This is an optimization exercise on Yosys and OpenROAD, whose aim is small area, a short achievable clock period and few clock cycles per item, not a production implementation.
The RTL was checked by simulation tests, not by an equivalence proof against the original design.
No activity file was given, so power comes from the tool's default toggle rates.

lagoon:
Design processor, start of the top module:
module processor(clk, rst, max_pc, imem_addr, imem_data, dmem_addr, dmem_data, done, out);
==> flow/config.mk <==
export PLATFORM = sky130hd
export DESIGN_NAME = processor
export DESIGN_NICKNAME = processor
export VERILOG_FILES = /design/flow/design.v
export SDC_FILE = /design/flow/constraint.sdc
export NUM_CORES = 4
export LEC_CHECK = 0
export CAP_MARGIN = 20
export CORE_MARGIN = 2
export CORE_UTILIZATION = 40
export PLACE_DENSITY = 0.7
export SETUP_SLACK_MARGIN = 3.2
export SLEW_MARGIN = 20
export SYNTH_HIERARCHICAL = 1
export SYNTH_MINIMUM_KEEP_SIZE = 0
==> flow/constraint.sdc <==
create_clock -name core_clock -period 6.0 [get_ports {clk}]
set_input_delay 1.2000 -clock core_clock [delete_from_list [all_inputs] [get_ports {clk}]]
set_output_delay 1.2000 -clock core_clock [all_outputs]
set_load 0.01 [all_outputs]
standard.sh (not shown) runs the stock make flow with config.mk's settings and CLKGATE_MAP_FILE= SYNTH_SCRIPT=/design/flow/synth_recipe.tcl, a recipe that flattens the netlist after the stock synthesis.
==> flow/flow/run.sh <==
#!/bin/bash
# The standard layout, with strong buffers on the ports (in place of the
# delay cells buffer_ports picks by default) and cell sizing in repair not
# held to the original cell's footprint.
set -euo pipefail
export BUFFER_PORTS_ARGS="-buffer_cell sky130_fd_sc_hd__buf_4"
bash standard.sh MATCH_CELL_FOOTPRINT=0 finish > standard.log 2>&1
Looking at the reports, lagoon completed the entire flow and the layout it produced met the timing, design-rule and antenna checks.
Testbench counts of lagoon, summed over its fixed seeds: cycles 16,064, instructions 15,104.
For violet, these inputs were changed with respect to lagoon:
- putting CTS_CLUSTER_SIZE at 30 where nothing was set
- putting CTS_CLUSTER_DIAMETER at 100 where nothing was set
- swapping 0.7 for 0.6 in PLACE_DENSITY
==> flow/flow/run.sh <==
#!/bin/bash
# The standard layout, with strong buffers on the ports (in place of the
# delay cells buffer_ports picks by default) and cell sizing in repair not
# held to the original cell's footprint.
set -euo pipefail
export BUFFER_PORTS_ARGS="-buffer_cell sky130_fd_sc_hd__buf_2"
bash standard.sh MATCH_CELL_FOOTPRINT=0 finish > standard.log 2>&1
### Flow results
Compared with lagoon, violet shows a clock distribution area overhead in the final layout that is 2.9 points lower.
The largest voltage drop on the vdd net reported for violet is smaller than that of lagoon by 100 uV.
Changes observed in violet relative to lagoon: total power fell by about 11%; data required time at the worst endpoint fell by 60 ps.
violet: global-route wire length before repair lower than lagoon
violet ended up with fewer standard cells than lagoon.
### violet -> pepper
- clearing CTS_CLUSTER_SIZE, which used to be 30
- clearing CTS_CLUSTER_DIAMETER, which used to be 100
==> run summary <==
- Against violet as the reference, pepper delivers a lower worst hold slack.
- Setup slack in pepper is larger than in violet.
- Going from violet to pepper, length in cells of the worst reg-to-reg path shrank by 2; global-route usage up 0.62 points; buffering overhead stayed essentially flat; final clock period utilization by the worst path decreased by 0.60 points relative to the old numbers; cell count went up by 2.5%.
- pepper against violet: clock transition at the register clock pins on the worst setup and hold paths after CTS shows a reduction of 50 ps, met3 layer usage reported by global route shows no meaningful change, critical path depth shows no meaningful change.
- Power was higher in the run labelled pepper.
- A timing startpoint of the critical path of imem_data[25] is what pepper shows, while imem_data[20] belongs to violet.
Modified inputs, indigo compared to pepper
==> flow/flow/run.sh <==
#!/bin/bash
# The standard layout, with strong buffers on the ports (in place of the
# delay cells buffer_ports picks by default) and cell sizing in repair not
# held to the original cell's footprint.
set -euo pipefail
export BUFFER_PORTS_ARGS="-buffer_cell sky130_fd_sc_hd__buf_4"
bash standard.sh MATCH_CELL_FOOTPRINT=0 RECOVER_POWER=100 finish > standard.log 2>&1
==> run summary <==
- | indigo | all stages done | FAIL | max-capacitance violations, max-slew violations |
- Going from pepper to indigo, the total number of vias was found to have gone down by about 0.9%.
- indigo -> pepper: number of cells after detailed placement flat
- The worst hold slack of indigo was superior to that of pepper.
- Per the comparison of indigo with pepper, proportion of power drawn by flip-flops and latches went up 1.8 points, number of buffers inserted to repair setup after CTS dropped 1.
- Final critical delay including setup and external delays, pepper and indigo, lower one = pepper.
--- input diff indigo..maple ---
- a change of SETUP_SLACK_MARGIN from 3.2 to 3.5
-- flow/flow/run.sh --
<<< indigo, line 5
set -euo pipefail
export BUFFER_PORTS_ARGS="-buffer_cell sky130_fd_sc_hd__buf_4"
bash standard.sh MATCH_CELL_FOOTPRINT=0 RECOVER_POWER=100 finish > standard.log 2>&1
>>> maple, line 5
set -euo pipefail
export BUFFER_PORTS_ARGS="-buffer_cell sky130_fd_sc_hd__buf_4"
bash standard.sh MATCH_CELL_FOOTPRINT=0 finish > standard.log 2>&1
==> run summary <==
maple was carried through to the last stage, and its layout satisfied the timing, design-rule and antenna checks. maple vs indigo: power up by a little under 10%. maple vs. indigo: share of final layout cell area taken by non-clock buffers went up by 2.3 points. Power share of the clock group: maple < indigo. Compared with indigo, maple shows first-pass GRT wire length that has gone up by a few percent. Half-perimeter wire length after placement: indigo vs maple — no meaningful difference. Wire length, maple and indigo: smaller value in indigo. Looking at final critical delay including setup and external delays, maple sits 1010 ps below indigo.
What sierra does differently from maple at the input level:
- changing SETUP_SLACK_MARGIN from 3.5 to 3.2
- setting CTS_CLUSTER_SIZE to 22 for the first time
- setting CTS_CLUSTER_DIAMETER to 80 for the first time
==> comparison <==
Note that the worst IR drop on VDD recorded for maple amounts to 1.3 times the value seen in sierra. NOTE: sequential share of layout area in sierra exceeds that of maple. Max freq maple -> sierra: degraded. Summary: with maple as the reference, wire length on met1 in sierra moved down by a few percent. sierra was carried through to the last stage, and its layout satisfied the timing, design-rule and antenna checks. From maple to sierra the numbers moved as follows: relative contribution of the clock network to total power saw a decrease; routed wirelength normalized by instance count saw a decrease; number of nets in the layout saw a decrease. sierra vs. maple: setup slack down 50 ps, power consumed by combinational cells down about 20%. The lower non-clock buffer count of sierra and maple is in sierra.

[re-timing with driven ports]
The flow's constraints put no driver on any port. The routed layouts listed below were extracted and timed again, unchanged, in two steps.
Step 1, drivers: a clkbuf_16 drives clk and a buf_2 each remaining input, both assumed.
Step 2 adds t to the input delays and takes it off the output delays; t is the mean of the earliest and latest rising clock arrival at the registers after step 1. Input paths then give back, and output paths get back, about the clock's delay inside the block.
Slacks: ideal / step 1 / step 2; pairs: ideal / step 1.
run | shift t [ns] | slack for setup (ns) | worst setup path at the end | cell pins on the clock port's net
lagoon | 0.627 | 2.809 / 2.706 / 2.079 | input to register | 1
violet | 0.562 | 2.786 / 2.793 / 2.231 | input to register | 1
pepper | 0.563 | 2.821 / 2.751 / 2.188 | input to register | 1
indigo | 0.629 | 1.882 / 1.887 / 1.258 | input to register | 1
maple | 0.623 | 2.892 / 2.849 / 2.227 | input to register | 1
sierra | 0.577 | 2.843 / 2.836 / 2.259 | input to register | 1
The setup slack of lagoon, which loses most, moves by -0.103 ns with the drivers and by -0.730 ns with both steps.
